This is an optimization exercise on Yosys and OpenROAD, whose aim is small area and a short achievable clock period, not a production implementation.
The RTL was checked by simulation tests, not by an equivalence proof against the original design.
The flow treats the clock pin as an ideal source, which a real chip does not have.
Power figures rest on the tool's default switching activity, not on a simulated workload.

`standard.sh`:
```
#!/bin/bash
# synth_recipe.tcl (not shown) runs the flow's synth.tcl, then flattens the netlist and writes it again
# the make line also repeats each setting of config.mk as NAME=value (left out here)
make -C /OpenROAD-flow-scripts/flow DESIGN_CONFIG=/design/flow/config.mk WORK_HOME=/design/flow/orfs CLKGATE_MAP_FILE= SYNTH_SCRIPT=/design/flow/synth_recipe.tcl "${@:-finish}"
```
`design.v`:
```
`timescale 1ns/1ps
`default_nettype none
module convenc (
  input  wire clk,
  input  wire rst_n,
  input  wire in_valid,
  input  wire bit_in,
  output reg  out_valid,
  output reg  y0,
  output reg  y1
);
  reg d1, d0;
  always @(posedge clk or negedge rst_n) begin
    if (!rst_n) begin
      d1 <= 1'b0;
      d0 <= 1'b0;
      y0 <= 1'b0;
      y1 <= 1'b0;
      out_valid <= 1'b0;
    end else begin
      out_valid <= in_valid;
      if (in_valid) begin
        y0 <= bit_in ^ d1 ^ d0;
        y1 <= bit_in ^ d0;
        d0 <= d1;
        d1 <= bit_in;
      end
    end
  end
endmodule
`default_nettype wire
`timescale 1ns/1ps
/*verilator lint_off DECLFILENAME*/
module viterbi_decoder_7_5
(
    input              clk,
    input              rst,           
    input              sym_valid,
    input      [1:0]   rx_sym,        
    output             bit_valid,     
    output reg         bit_out,
    output             early          
);
    localparam integer SW = 6;
    localparam integer OW = SW + 6;
    reg  [SW-1:0] st;
    reg  [5:0]    cnt;                
    reg  [31:2]   sv0, sv1, sv2, sv3;
    wire [4*OW-1:0] tab;
    acs_table u_tab (.s(st), .o(tab));
    wire [OW-1:0] a     = tab[rx_sym*OW +: OW];
    wire [SW-1:0] st_nx = a[OW-1:6];
    wire [3:0]    dec   = a[5:2];
    wire [3:0] bit_c;
    genvar r;
    generate
        for (r = 0; r < 4; r = r + 1) begin : g_sym
            wire [1:0] sel = tab[r*OW +: 2];
            assign bit_c[r] = (sel == 2'd0) ? sv0[30] : (sel == 2'd1) ? sv1[30] :
                              (sel == 2'd2) ? sv2[30] : sv3[30];
        end
    endgenerate
    assign bit_valid = cnt[5];
    assign early     = ~cnt[5] & ~cnt[4] & (~cnt[3] | (~cnt[2] & ~cnt[1]));
    always @(posedge clk) begin
        if (rst)
            st <= {SW{1'b0}};
        else if (sym_valid)
            st <= st_nx;
        if (rst)
            cnt <= 6'd0;
        else if (sym_valid && !cnt[5])
            cnt <= cnt + 6'd1;
        if (sym_valid) begin
            sv0 <= {~(dec[0] ? sv2[30:2] : sv0[30:2]), dec[0]};
            sv1 <= {~(dec[1] ? sv2[30:2] : sv0[30:2]), dec[1]};
            sv2 <= {~(dec[2] ? sv3[30:2] : sv1[30:2]), dec[2]};
            sv3 <= {~(dec[3] ? sv3[30:2] : sv1[30:2]), dec[3]};
            bit_out <= bit_c[rx_sym];    
        end
    end
endmodule
module acs_table (
    input      [5:0] s,
    output reg [47:0] o    
);
    always @(*) begin
        case (s)
            6'd0: o = {6'd3, 4'b0000, 2'd0, 6'd2, 4'b1000, 2'd0, 6'd2, 4'b0100, 2'd0, 6'd1, 4'b0000, 2'd0};
            6'd1: o = {6'd7, 4'b0000, 2'd0, 6'd6, 4'b0000, 2'd0, 6'd5, 4'b0000, 2'd0, 6'd4, 4'b0000, 2'd0};
            6'd2: o = {6'd11, 4'b0000, 2'd0, 6'd10, 4'b0000, 2'd1, 6'd9, 4'b0000, 2'd1, 6'd15, 4'b0000, 2'd0};
            6'd3: o = {6'd8, 4'b0000, 2'd1, 6'd14, 4'b0000, 2'd1, 6'd13, 4'b0000, 2'd1, 6'd12, 4'b0000, 2'd1};
            6'd4: o = {6'd7, 4'b0000, 2'd0, 6'd6, 4'b1000, 2'd0, 6'd5, 4'b0100, 2'd0, 6'd4, 4'b0000, 2'd0};
            6'd5: o = {6'd11, 4'b0000, 2'd0, 6'd17, 4'b1000, 2'd1, 6'd16, 4'b0100, 2'd1, 6'd15, 4'b0000, 2'd0};
            6'd6: o = {6'd19, 4'b0001, 2'd0, 6'd10, 4'b0000, 2'd1, 6'd9, 4'b0000, 2'd1, 6'd18, 4'b0010, 2'd0};
            6'd7: o = {6'd21, 4'b0001, 2'd1, 6'd14, 4'b0000, 2'd1, 6'd13, 4'b0000, 2'd1, 6'd34, 4'b0010, 2'd1};
            6'd15: o = {6'd25, 4'b1101, 2'd0, 6'd20, 4'b1000, 2'd0, 6'd23, 4'b0100, 2'd0, 6'd22, 4'b1110, 2'd0};
            6'd9: o = {6'd29, 4'b1101, 2'd0, 6'd28, 4'b1000, 2'd3, 6'd27, 4'b0100, 2'd3, 6'd26, 4'b1110, 2'd0};
            6'd10: o = {6'd22, 4'b0001, 2'd2, 6'd23, 4'b1011, 2'd2, 6'd20, 4'b0111, 2'd2, 6'd25, 4'b0010, 2'd2};
            6'd11: o = {6'd26, 4'b0001, 2'd2, 6'd27, 4'b1011, 2'd1, 6'd28, 4'b0111, 2'd1, 6'd29, 4'b0010, 2'd2};
            6'd12: o = {6'd18, 4'b1101, 2'd2, 6'd9, 4'b1111, 2'd3, 6'd10, 4'b1111, 2'd3, 6'd19, 4'b1110, 2'd2};
            6'd13: o = {6'd34, 4'b1101, 2'd3, 6'd13, 4'b1111, 2'd3, 6'd14, 4'b1111, 2'd3, 6'd21, 4'b1110, 2'd3};
            6'd14: o = {6'd4, 4'b1111, 2'd2, 6'd5, 4'b1011, 2'd2, 6'd6, 4'b0111, 2'd2, 6'd7, 4'b1111, 2'd2};
            6'd8: o = {6'd15, 4'b1111, 2'd2, 6'd16, 4'b1011, 2'd3, 6'd17, 4'b0111, 2'd3, 6'd11, 4'b1111, 2'd2};
            6'd16: o = {6'd30, 4'b1101, 2'd2, 6'd28, 4'b1000, 2'd3, 6'd27, 4'b0100, 2'd3, 6'd30, 4'b1110, 2'd0};
            6'd17: o = {6'd22, 4'b0001, 2'd2, 6'd30, 4'b1011, 2'd2, 6'd30, 4'b0111, 2'd2, 6'd25, 4'b0010, 2'd2};
            6'd18: o = {6'd25, 4'b0001, 2'd0, 6'd30, 4'b1000, 2'd0, 6'd30, 4'b0100, 2'd0, 6'd22, 4'b0010, 2'd0};
            6'd19: o = {6'd30, 4'b0001, 2'd2, 6'd27, 4'b1000, 2'd1, 6'd28, 4'b0100, 2'd1, 6'd30, 4'b0010, 2'd0};
            6'd34: o = {6'd18, 4'b1101, 2'd2, 6'd9, 4'b1011, 2'd3, 6'd10, 4'b0111, 2'd3, 6'd19, 4'b1110, 2'd2};
            6'd21: o = {6'd15, 4'b1101, 2'd2, 6'd16, 4'b1011, 2'd3, 6'd17, 4'b0111, 2'd3, 6'd11, 4'b1110, 2'd2};
            6'd22: o = {6'd32, 4'b0000, 2'd0, 6'd23, 4'b1000, 2'd0, 6'd20, 4'b0100, 2'd0, 6'd31, 4'b0000, 2'd0};
            6'd23: o = {6'd33, 4'b0001, 2'd2, 6'd17, 4'b1000, 2'd1, 6'd16, 4'b0100, 2'd1, 6'd33, 4'b0010, 2'd0};
            6'd20: o = {6'd19, 4'b0001, 2'd0, 6'd24, 4'b1000, 2'd1, 6'd24, 4'b0100, 2'd3, 6'd18, 4'b0010, 2'd0};
            6'd25: o = {6'd29, 4'b0001, 2'd0, 6'd36, 4'b0000, 2'd1, 6'd35, 4'b0000, 2'd1, 6'd26, 4'b0010, 2'd0};
            6'd26: o = {6'd33, 4'b1101, 2'd2, 6'd16, 4'b1000, 2'd3, 6'd17, 4'b0100, 2'd3, 6'd33, 4'b1110, 2'd0};
            6'd27: o = {6'd31, 4'b1101, 2'd2, 6'd20, 4'b1011, 2'd2, 6'd23, 4'b0111, 2'd2, 6'd32, 4'b1110, 2'd2};
            6'd28: o = {6'd26, 4'b1101, 2'd2, 6'd35, 4'b1011, 2'd3, 6'd36, 4'b0111, 2'd3, 6'd29, 4'b1110, 2'd2};
            6'd29: o = {6'd18, 4'b0001, 2'd2, 6'd24, 4'b1011, 2'd1, 6'd24, 4'b0111, 2'd3, 6'd19, 4'b0010, 2'd2};
            6'd30: o = {6'd33, 4'b0001, 2'd2, 6'd24, 4'b1000, 2'd1, 6'd24, 4'b0100, 2'd3, 6'd33, 4'b0010, 2'd0};
            6'd31: o = {6'd7, 4'b0000, 2'd0, 6'd33, 4'b1000, 2'd0, 6'd33, 4'b0100, 2'd0, 6'd4, 4'b0000, 2'd0};
            6'd32: o = {6'd24, 4'b0001, 2'd1, 6'd14, 4'b0000, 2'd1, 6'd13, 4'b0000, 2'd1, 6'd24, 4'b0010, 2'd1};
            6'd33: o = {6'd19, 4'b0001, 2'd0, 6'd17, 4'b1000, 2'd1, 6'd16, 4'b0100, 2'd1, 6'd18, 4'b0010, 2'd0};
            6'd24: o = {6'd18, 4'b1101, 2'd2, 6'd16, 4'b1011, 2'd3, 6'd17, 4'b0111, 2'd3, 6'd19, 4'b1110, 2'd2};
            6'd35: o = {6'd24, 4'b1101, 2'd3, 6'd13, 4'b1000, 2'd3, 6'd14, 4'b0100, 2'd3, 6'd24, 4'b1110, 2'd3};
            6'd36: o = {6'd4, 4'b0001, 2'd2, 6'd33, 4'b1011, 2'd2, 6'd33, 4'b0111, 2'd2, 6'd7, 4'b0010, 2'd2};
            default: o = {6'd18, 4'b1101, 2'd2, 6'd9, 4'b1011, 2'd3, 6'd10, 4'b0111, 2'd3, 6'd19, 4'b1110, 2'd2};
        endcase
    end
endmodule
`timescale 1ns/1ps
`default_nettype none
module ber_tester (
    input  wire       clk,
    input  wire       rst,
    input  wire       ref_in,
    input  wire       advance,
    input  wire       early,        
    input  wire       dec_valid,    
    input  wire       dec_bit,
    output reg        done,
    output reg  [3:0] bits_compared,
    output reg  [3:0] bit_errors
);
    reg [9:0] q;
    always @(posedge clk) begin
        if (advance && (early || dec_valid))
            q <= {ref_in, q[9:1]};
        if (rst) begin
            bits_compared <= 4'd0;
            bit_errors    <= 4'd0;
            done          <= 1'b0;
        end else if (dec_valid && !done) begin
            if (q[0] ^ dec_bit)
                bit_errors <= bit_errors + 4'd1;
            bits_compared <= bits_compared + 4'd1;
            if (bits_compared == 4'd9)
                done <= 1'b1;
        end
    end
endmodule
`default_nettype wire
`timescale 1ns/1ps
`default_nettype none
module top_cv (
    input  wire clk,
    input  wire enc_rst_n,
    input  wire enc_in_valid,
    input  wire enc_bit_in,
    output wire enc_out_valid,
    output wire enc_y0,
    output wire enc_y1,
    input  wire       dec_rst,
    input  wire       dec_sym_valid,
    input  wire [1:0] dec_rx_sym,
    output wire       dec_bit_valid,
    output wire       dec_bit_out,
    output wire        ber_done,
    output wire [31:0] ber_bits,
    output wire [31:0] ber_errs
);
    convenc u_enc (
        .clk       (clk),
        .rst_n     (enc_rst_n),
        .in_valid  (enc_in_valid),
        .bit_in    (enc_bit_in),
        .out_valid (enc_out_valid),
        .y0        (enc_y0),
        .y1        (enc_y1)
    );
    wire early;
    viterbi_decoder_7_5 u_dec (
        .clk       (clk),
        .rst       (dec_rst),
        .sym_valid (dec_sym_valid),
        .rx_sym    (dec_rx_sym),
        .bit_valid (dec_bit_valid),
        .bit_out   (dec_bit_out),
        .early     (early)
    );
    reg  [3:0] pay_cnt;
    wire       pay_full = pay_cnt[3] & pay_cnt[1];
    always @(posedge clk or negedge enc_rst_n) begin
        if (!enc_rst_n)
            pay_cnt <= 4'd0;
        else if (enc_in_valid && !pay_full)
            pay_cnt <= pay_cnt + 4'd1;
    end
    wire [3:0] bits4, errs4;
    ber_tester u_ber (
        .clk           (clk),
        .rst           (dec_rst),
        .ref_in        (enc_in_valid & enc_bit_in & ~pay_full),
        .advance       (dec_sym_valid),
        .early         (early),
        .dec_valid     (dec_bit_valid),
        .dec_bit       (dec_bit_out),
        .done          (ber_done),
        .bits_compared (bits4),
        .bit_errors    (errs4)
    );
    assign ber_bits = {28'd0, bits4};
    assign ber_errs = {28'd0, errs4};
endmodule
`default_nettype wire
```
`constraint.sdc`:
```
create_clock -name core_clock -period 12.0 [get_ports {clk}]
set_input_delay 2.4000 -clock core_clock [delete_from_list [all_inputs] [get_ports {clk}]]
set_output_delay 2.4000 -clock core_clock [all_outputs]
set_load 0.01 [all_outputs]
```
`config.mk`:
```
export PLATFORM = sky130hd
export DESIGN_NAME = top_cv
export DESIGN_NICKNAME = top_cv
export VERILOG_FILES = /design/flow/design.v
export SDC_FILE = /design/flow/constraint.sdc
export NUM_CORES = 4
export LEC_CHECK = 0
export CAP_MARGIN = 20
export CORE_MARGIN = 2
export CORE_UTILIZATION = 40
export SLEW_MARGIN = 20
export SYNTH_HIERARCHICAL = 1
```
`flow/merge_ties.tcl`:
```
# All constant-0 loads are driven from one tie cell, and all constant-1 loads
# from one, instead of a tie cell per load (each tie cell also leaves its
# other output unused).
set block [ord::get_db_block]

proc tie_net {it} {
  set n [$it getNet]
  if {$n == "NULL" || $n == ""} { return "" }
  return $n
}

foreach pin {LO HI} other {HI LO} {
  set keep ""
  set gone 0
  foreach inst [$block getInsts] {
    if {[[$inst getMaster] getName] ne "sky130_fd_sc_hd__conb_1"} { continue }
    set n [tie_net [$inst findITerm $pin]]
    if {$n eq "" || [tie_net [$inst findITerm $other]] ne ""} { continue }
    if {$keep eq ""} { set keep $n; continue }
    foreach it [$n getITerms] {
      if {[$it getInst] eq $inst} { continue }
      $it disconnect
      $it connect $keep
    }
    foreach bt [$n getBTerms] {
      $bt disconnect
      $bt connect $keep
    }
    foreach it [$inst getITerms] { $it disconnect }
    odb::dbInst_destroy $inst
    odb::dbNet_destroy $n
    incr gone
  }
  puts "merge_ties: $pin: removed $gone tie cells"
}
```
`flow/run.sh`:
```
#!/bin/bash
# Layout flow: the standard flow (standard.sh, with the standard
# synthesis) with these changes:
#  - after floorplanning, half/full adder cells with an unused output are
#    replaced by the plain gate for the output that is used (fix_adders.tcl);
#  - clock tree synthesis inserts no dummy loads;
#  - ports are buffered with buf_2 cells rather than the default choice;
#  - after global placement all constant outputs share one tie cell
#    (merge_ties.tcl);
#  - timing repair aims at a setup slack of 8.5 ns (SETUP_SLACK_MARGIN).
# Each tool's output goes to the ORFS logs under orfs/logs; make's own
# output goes to standard.log here.
set -euo pipefail
here=$(pwd)
export POST_FLOORPLAN_TCL="$here/flow/fix_adders.tcl"
export POST_GLOBAL_PLACE_TCL="$here/flow/merge_ties.tcl"
export CTS_ARGS="-sink_clustering_enable -repair_clock_nets -dont_use_dummy_load -buf_list sky130_fd_sc_hd__clkbuf_8 -root_buf sky130_fd_sc_hd__clkbuf_8 -sink_clustering_size 30 -sink_clustering_max_diameter 100"
export BUFFER_PORTS_ARGS="-buffer_cell sky130_fd_sc_hd__buf_2"
export SETUP_SLACK_MARGIN=8.5
bash standard.sh > "$here/standard.log" 2>&1
```
`flow/fix_adders.tcl`:
```
# Half and full adder cells that synthesis left with one output unused are
# replaced by the plain gate for the output that is used (an unused cell
# output is a driver without parasitics, and the plain gate is smaller).
set block [ord::get_db_block]
set db [ord::get_db]

proc net_used {it} {
  set n [$it getNet]
  if {$n == "NULL" || $n == ""} { return 0 }
  return [expr {[llength [$n getITerms]] + [llength [$n getBTerms]] > 1}]
}

set k 0
foreach inst [$block getInsts] {
  set m [[$inst getMaster] getName]
  if {[regexp {^sky130_fd_sc_hd__(ha|fa)_\d+$} $m -> kind] == 0} { continue }
  set sum [$inst findITerm SUM]
  set cout [$inst findITerm COUT]
  set su [net_used $sum]
  set cu [net_used $cout]
  if {$su && $cu} { continue }
  set ins {}
  foreach p [expr {$kind eq "ha" ? {A B} : {A B CIN}}] {
    lappend ins [[$inst findITerm $p] getNet]
  }
  set out ""
  if {$su} {
    set cell [expr {$kind eq "ha" ? "sky130_fd_sc_hd__xor2_1" : "sky130_fd_sc_hd__xor3_1"}]
    set out [$sum getNet]
  } elseif {$cu} {
    set cell [expr {$kind eq "ha" ? "sky130_fd_sc_hd__and2_1" : "sky130_fd_sc_hd__maj3_1"}]
    set out [$cout getNet]
  }
  set name [$inst getName]
  foreach it [$inst getITerms] { $it disconnect }
  odb::dbInst_destroy $inst
  incr k
  if {$out eq ""} { continue }
  set new [odb::dbInst_create $block [$db findMaster $cell] "${name}_g"]
  set pins [expr {$kind eq "ha" ? {A B} : {A B C}}]
  foreach p $pins n $ins { [$new findITerm $p] connect $n }
  [$new findITerm X] connect $out
}
puts "fix_adders: replaced $k adder cells"
```
==> reports/metrics.cfg, run 1 <==
[outcome]
status=finished clean

[floorplan]
fp.dieH_um=152
start_util_pct=40.3
die-area_mm2=0.0230
std_cell_rows=54
die_x_um=152
fp.coreArea_mm2=0.0216
ioPinCount=78

[sta]
finalSetupViolations=0
period_share_pct=28.7
final-hold-violation-count=0
rsz0062_at_grt=no
drv_slew=0
relSlewSlack_pct=39.8
skew_ns=0.0275
worst_pin_slew_ns=0.898
tns_ns=0
clock.fmax_mhz=290
min_period_ns=3.45

[layout]
nets=689
fin_cells=946
seqCellArea_mm2=0.00446
final_cell_mix=edfxtp_1, mux2i_1, nor2_1
area_delta_synth_final_pct=1.79
final_common_cell=edfxtp_1
drive_gt1_share_pct=12.6
final_core_util_pct=41.1
n_fill_cell=2054
n_antenna_cell=0
multi_input_area_mm2=0.00346

[synth]
synth_flop_cell=edfxtp_1
yosys.cell_types.count=67
synth_seq_area_share_pct=51.1
ys_warn_count=11
synth-edff-count=127
syn_area_mm2=0.00872
postSynthCellCount=724
ys_async_sr_fraction_pct=5.73
synth_seq_cells=157
avgSynthCellArea_um2=12.0

[global_route]
gr-usage-all-layers_pct=16.0
antenna_found_initial=0
globalRoute.totalOverflow=0
grt_pass1_wl_um=28500
grt_max_degree=81
grt_pass1_vias=5307

[pwr]
internal-power_mw=1.12
swShare_pct=33.5
seq_power_share_pct=47.4
power_density_mw_per_mm2=189
p_sw_mw=0.562
clkPwrFrac_pct=17.1
p_leak_nw=3.00
pwr-share-comb_pct=35.5
peakVddDrop_v=0.0000889

[placed_design]
hpwl_um=10500
dp_cells=917
port_buffers=21

[min_path]
hold_depth=0
hold_class=reg -> reg

[clock_tree]
h-tree-depth=4
cts_sinks=157
numCtsBuffers=17
cts_buffer_depth=2
clk_latency_ns=0.43
cts_tree=done
clkTransAtPathRegs_ns=0.08
cts_root_buffer=clkbuf_8

[drt]
drt-initial-drc-count=678
drt_wl_total_um=18200
first_pass_iters=5
vias=5554
wl_per_cell_um=19.2
drc=0
ant_nets=0
viasPerCell=5.87

[run]
drv_cap=0

[critical_path]
cp.arrival_ns=3.59
critical_path.startpoint_type=input pin
crit_path_end_kind=register
cp_max_fo=15
crit_required_ns=12.14
path_class=in -> reg
rr_worst_depth=9

==> critical path, stage by stage <==
cell and delay, ns:
buf_12 0.15, mux4_2 0.81, mux2i_1 0.21
==> synthesized netlist by cell type, drive strengths merged (4+ instances only) <==
cell type	number	share of area, %
buf	105	8.8
nand3	10	0.57
dfxtp	21	4.8
nand2	33	1.5
mux4	15	3.9
a211oi	9	0.77
o22ai	6	0.43
inv	12	0.52
clkbuf	9	0.39
o21ai	42	2.4
nor3	12	0.69
nand2b	6	0.52
a21oi	40	2.3
o211ai	5	0.43
nor2	54	2.3
mux2i	125	14
a31oi	5	0.36
ha	13	1.9
xnor2	6	0.69
edfxtp	127	44
nor2b	4	0.29
dfrtp	9	2.6
==> what timing repair did <==
action,CTS,global route
setup endpoints to repair,179,75
resized for setup,12,4
hold buffers,0,0
setup buffers,7,1
cloned,4,0
==> logic make-up (layout without fill, tap and decap cells) <==
family          Yosys count  count (layout)  synth area share (%)
other cells               1               1                0.0430
xor+xnor                  9               9                  1.16
compound gates          136             136                  9.98
mux                     143             147                  18.7
fa+ha+maj                13               5                  1.86
simple gates            137             145                  7.30
buf+inv                 128              66                  9.83
flops                   157             157                  51.1
==> power by group through the flow <==
stage / clock network [mW] / registers, mW / logic, mW
after floorplan: 0 / 0.788 / 0.481
after global placement: 0 / 0.802 / 0.535
after detailed placement: 0 / 0.805 / 0.540
after CTS: 0.294 / 0.795 / 0.585
after global routing: 0.315 / 0.808 / 0.647
final: 0.287 / 0.796 / 0.597
==> flip-flops by register name (all words and copies together) (netlist names), 4 cells and up <==
register	cells
u_dec.st	6
u_ber.bits_compared	4
u_ber.q	10
pay_cnt	4
u_dec.cnt	6
u_dec.sv0	29
u_dec.sv1	29
u_dec.sv2	29
u_ber.bit_errors	4
u_dec.sv3	29
==> through the flow <==
step	total power [mW]	hold WS, ns	instance area [um^2]	setup slack, ns
CTS	1.67	0.404	8850	8.53
detailed placement	1.35	0.407	8370	7.62
global route	1.77	0.419	8880	8.50
finish	1.68	0.405	8880	8.55
floorplan	1.27	0.400	8960	8.30
global placement	1.34	0.410	8580	7.64
==> area by class of cell <==
cell class | count | share of cell area, %
flip-flops and latches | 157 | 50.3
repair buffers | 35 | 3.57
inverters | 14 | 0.634
multi-input cells | 443 | 39.0
well taps | 280 | 3.95
clock buffers | 17 | 2.64
==> Yosys stat by module, one instance, submodules excluded <==
module	flops+latches	cells	copies in the design	area, um^2
convenc	5	12	1	204
top_cv	4	70	1	618
ber_tester	19	56	1	726
acs_table	0	276	1	1600
viterbi_decoder_7_5	129	310	1	5570
==> path summary, 6_finish.rpt <==
path                       slack, ns     startpoint       endpoint
setup / recovery                8.55  dec_rx_sym[0]  u_dec.sv2[21]
hold reg to reg                 0.41     u_ber.q[1]     u_ber.q[0]
max in group asynchronous       9.99      enc_rst_n       u_enc.y1
hold / removal                  0.41     u_ber.q[1]     u_ber.q[0]
min in group asynchronous       1.81      enc_rst_n     pay_cnt[0]
setup reg to reg                8.62    u_dec.st[0]  u_dec.sv0[19]
==> per-layer routing <==
metal / vias up / global-route usage [%] / share of wire, %
li1: 2517 / - / -
met1: 2735 / 21.8 / 44
met2: 257 / 25.0 / 47
met3: 45 / 3.80 / 7.1
met4: 0 / 5.74 / 2.4
met5: - / 0.455 / 0
==> run 2: changes to the inputs <==
--- a/flow/run.sh
+++ b/flow/run.sh
@@ -7,6 +7,8 @@
 #  - ports are buffered with buf_2 cells rather than the default choice;
 #  - after global placement all constant outputs share one tie cell
 #    (merge_ties.tcl);
+#  - after clock tree synthesis, leaf clock buffers are made smaller where
+#    the clock pin slew allows (shrink_clk.tcl);
 #  - timing repair aims at a setup slack of 8.5 ns (SETUP_SLACK_MARGIN).
 # Each tool's output goes to the ORFS logs under orfs/logs; make's own
 # output goes to standard.log here.
@@ -14,7 +16,8 @@
 here=$(pwd)
 export POST_FLOORPLAN_TCL="$here/flow/fix_adders.tcl"
 export POST_GLOBAL_PLACE_TCL="$here/flow/merge_ties.tcl"
-export CTS_ARGS="-sink_clustering_enable -repair_clock_nets -dont_use_dummy_load -buf_list sky130_fd_sc_hd__clkbuf_8 -root_buf sky130_fd_sc_hd__clkbuf_8 -sink_clustering_size 30 -sink_clustering_max_diameter 100"
+export POST_CTS_TCL="$here/flow/shrink_clk.tcl"
+export CTS_ARGS="-sink_clustering_enable -repair_clock_nets -dont_use_dummy_load -buf_list sky130_fd_sc_hd__clkbuf_8 -root_buf sky130_fd_sc_hd__clkbuf_8"
 export BUFFER_PORTS_ARGS="-buffer_cell sky130_fd_sc_hd__buf_2"
 export SETUP_SLACK_MARGIN=8.5
 bash standard.sh > "$here/standard.log" 2>&1
==> flow/shrink_clk.tcl (new file) <==
# Leaf clock buffers are made smaller (clkbuf_8 -> clkbuf_4) where the
# slew at the flip-flop clock pins they drive stays under 110 ps.
estimate_parasitics -placement
proc clk_slew_max {} {
  set m 0
  foreach p [get_pins -hierarchical */CLK] {
    set s [get_property $p slew_max]
    if {$s > $m} { set m $s }
  }
  return $m
}
set small [get_lib_cells sky130_fd_sc_hd__clkbuf_4]
set n 0
foreach inst [get_cells clkbuf_*] {
  set cell [get_property $inst ref_name]
  if {$cell ne "sky130_fd_sc_hd__clkbuf_8"} { continue }
  if {[get_full_name $inst] eq "clkbuf_0_clk"} { continue }
  replace_cell $inst $small
  estimate_parasitics -placement
  if {[clk_slew_max] > 0.110} {
    replace_cell $inst [get_lib_cells $cell]
    estimate_parasitics -placement
  } else {
    incr n
  }
}
puts "shrink_clk: $n leaf clock buffers made smaller, clock pin slew [clk_slew_max]"
==> run 2 against run 1 <==
Hold slack improved by 0.013 ns. Fmax down 0.33%. Critical endpoint is now u_dec.sv3[23]. Highest routed layer unchanged. First-iteration DRC count is 11% higher. Synthesized cell count is the same. Largest cell class unchanged. Clock skew rose by 0.0080 ns.
==> reports/metrics.cfg, run 2 <==
[outcome]
status=finished clean  ; unchanged

[layout]
final_common_cell=edfxtp_1  ; unchanged
area_delta_synth_final_pct=1.42  ; was 1.79%
nets=691  ; was 689
final_cell_mix=edfxtp_1, mux2i_1, nor2_1  ; unchanged
drive_gt1_share_pct=12.9  ; was 12.6%
n_antenna_cell=0  ; unchanged
fin_cells=948  ; was 946

[synth]
ys_warn_count=11  ; unchanged
synth_top_area_share_pct=43.7  ; unchanged
synth_seq_cells=157  ; unchanged
avgSynthCellArea_um2=12.0  ; unchanged
synth.largest_area_cell=edfxtp_1  ; unchanged
synth.area.top_cells=edfxtp_1, mux2i_1, buf_4  ; unchanged
yosys.cell_types.count=67  ; unchanged
synth-edff-count=127  ; unchanged
postSynthCellCount=724  ; unchanged
synth.most_common_cell=edfxtp_1  ; unchanged
synth_seq_area_share_pct=51.1  ; unchanged
ys_top_cells_by_count=edfxtp_1, mux2i_1, buf_4  ; unchanged
synth_flop_cell=edfxtp_1  ; unchanged
ys_async_sr_fraction_pct=5.73  ; unchanged
syn_area_mm2=0.00872  ; unchanged

[critical_path]
crit_path_cell_trace=buf_12 > mux4_2 > mux2i_1  ; unchanged
crit_required_ns=12.12  ; was 12.14 ns
cp_top_family=multiplexers  ; unchanged
r2r_start=u_dec.st[0]  ; unchanged
cp_max_fo=15  ; unchanged
crit_path_start=dec_rx_sym[0]  ; unchanged
crit_buf_inv=1  ; unchanged
crit_path_end_kind=register  ; unchanged
cp.arrival_ns=3.58  ; was 3.59 ns
critical_path.startpoint_type=input pin  ; unchanged
critical_path.max_stage_delay_ns=0.80  ; was 0.81 ns
path_class=in -> reg  ; unchanged
cp_slowest_cell=mux4_2  ; unchanged

[run]
drv_cap=0  ; unchanged

[sta]
clock.fmax_mhz=289  ; was 290 MHz
skew_ns=0.0355  ; was 0.0275 ns
min_period_ns=3.46  ; was 3.45 ns
worst_pin_slew_ns=0.892  ; was 0.898 ns
rsz0062_at_grt=no  ; unchanged
finalSetupViolations=0  ; unchanged
final-hold-violation-count=0  ; unchanged
drv_slew=0  ; unchanged
tns_ns=0  ; unchanged
period_share_pct=28.8  ; was 28.7%
relSlewSlack_pct=40.2  ; was 39.8%

[placed_design]
dp_cells=917  ; unchanged
hpwl_um=10500  ; unchanged
port_buffers=21  ; unchanged

[clock_tree]
clk_latency_ns=0.41  ; was 0.43 ns
cts_sinks=157  ; unchanged
cts_tree=done  ; unchanged
clkTransAtPathRegs_ns=0.09  ; was 0.08 ns

[drt]
drt_wl_total_um=18200  ; about the same
vias=5539  ; was 5554
drc=0  ; unchanged
ant_nets=0  ; unchanged
drt-initial-drc-count=752  ; was 678
viasPerCell=5.84  ; was 5.87
wl_per_cell_um=19.2  ; about the same
first_pass_iters=8  ; was 5

[global_route]
grtUsageMet1_pct=21.8  ; unchanged
antenna_found_initial=0  ; unchanged
grt_pass1_wl_um=28500  ; unchanged
grt.met2_usage_pct=25.0  ; unchanged
grt_pass1_vias=5309  ; was 5307
gr-usage-all-layers_pct=16.0  ; unchanged
grt-busiest-layer=met2  ; unchanged
grt.met3_usage_pct=3.80  ; unchanged
grt_max_degree=81  ; unchanged
globalRoute.totalOverflow=0  ; unchanged

[pwr]
p_leak_nw=2.99  ; was 3.00 nW
peakVddDrop_v=0.0000854  ; was 0.0000889 V
power_density_mw_per_mm2=186  ; was 189 mW/mm^2

[floorplan]
ioPinCount=78  ; unchanged
die-area_mm2=0.0230  ; unchanged
fp.coreArea_mm2=0.0216  ; unchanged
std_cell_rows=54  ; unchanged
die_x_um=152  ; unchanged
start_util_pct=40.3  ; unchanged
fp.dieH_um=152  ; unchanged

[min_path]
hold_class=reg -> reg  ; unchanged
hold_path_startpoint=u_ber.q[6]  ; was u_ber.q[1]

==> run 2: metal layers <==
metal  part of all wire [%]  routed length, um
met5                      0                  0
met4                    2.1                383
met3                    7.0               1270
met2                     47               8540
met1                     44               7970
==> run 2: kinds of logic after synthesis <==
kind of cell | synth area share (%)
XOR/XNOR | 1.16
adder cells (fa/ha/maj) | 1.86
multiplexers | 18.7
flip-flops | 51.1
other | 0.0430
AND/OR/NAND/NOR | 7.30
buffers and inverters | 9.83
AO/OA/AOI/OAI | 9.98
==> run 2: stage by stage <==
stage	util, %	hold WS [ns]	instance area (um^2)	setup slack, ns	power (mW)
2_1_floorplan	-	0.400	8960	8.30	1.27
3_3_place_gp	39.7	0.410	8580	7.64	1.34
3_5_place_dp	38.7	0.407	8370	7.62	1.35
5_1_grt	40.9	0.416	8850	8.51	1.74
6_report	40.9	0.418	8850	8.54	1.65
==> run 2: final cells by class, clock buffers not listed <==
| class | count | area [um^2] |
|---|---|---|
| repair buffers | 37 | 344 |
| inverters | 14 | 56.3 |
| fillers | 2063 | 12800 |
| flip-flops and latches | 157 | 4460 |
| multi-input cells | 443 | 3460 |
| well taps | 280 | 350 |
==> run 2: where the power goes <==
group / internal (mW) / switching [mW]
clock: 0.0910 / 0.155
combinational: 0.263 / 0.341
sequential: 0.733 / 0.0622
==> run 2: path summary, 6_finish.rpt <==
kind	slack, ns	cells after the start	to
setup / recovery	8.54	3	u_dec.sv3[23]
min in group asynchronous	1.83	1	u_enc.d0
hold reg to reg	0.42	0	u_ber.q[5]
setup reg to reg	8.64	9	u_dec.sv0[1]
hold / removal	0.42	0	u_ber.q[5]
max in group asynchronous	9.98	1	u_enc.y0
==> run 2: worst reg2reg max path, stage by stage (launching register included) <==
cell	delay [ns]
dfxtp_1	0.69
inv_1	0.16
ha_1	0.39
mux4_1	0.50
nor2_1	0.10
a21oi_1	0.10
a21oi_2	0.42
mux4_4	0.43
buf_12	0.18
mux2i_1	0.25
==> run 2: modules after synthesis, one instance, submodules excluded <==
| module | cells | flops+latches |
|---|---|---|
| ber_tester | 56 | 19 |
| viterbi_decoder_7_5 | 310 | 129 |
| acs_table | 276 | 0 |
| convenc | 12 | 5 |
| top_cv | 70 | 4 |

static timing again, ports no longer ideal:
Ports are ideal in the flow. The routed layouts listed here were re-timed in OpenROAD. Step 1, drivers: a clkbuf_16 drives clk and a buf_2 each remaining input, both assumed. Step 2, shift: input delay + t, output delay - t, t = (earliest + latest rising clock arrival at the registers) / 2. This alone moves slack from input paths to output paths. a / b / c = ideal ports / drivers / drivers and shift; a / b = the first two.
run | t (ns) | setup WS [ns] | hold slack, ns | worst slew at a driven data input, ns
run 1 | 0.453 | 8.551 / 8.523 / 8.070 | 0.405 / 0.405 / 0.405 | 0.06
run 2 | 0.432 | 8.540 / 8.511 / 8.078 | 0.418 / 0.418 / 0.418 | 0.06
After both steps setup and hold are still met in every run listed. The setup slack of run 1, which loses most, moves by -0.028 ns with the drivers and by -0.481 ns with both steps.
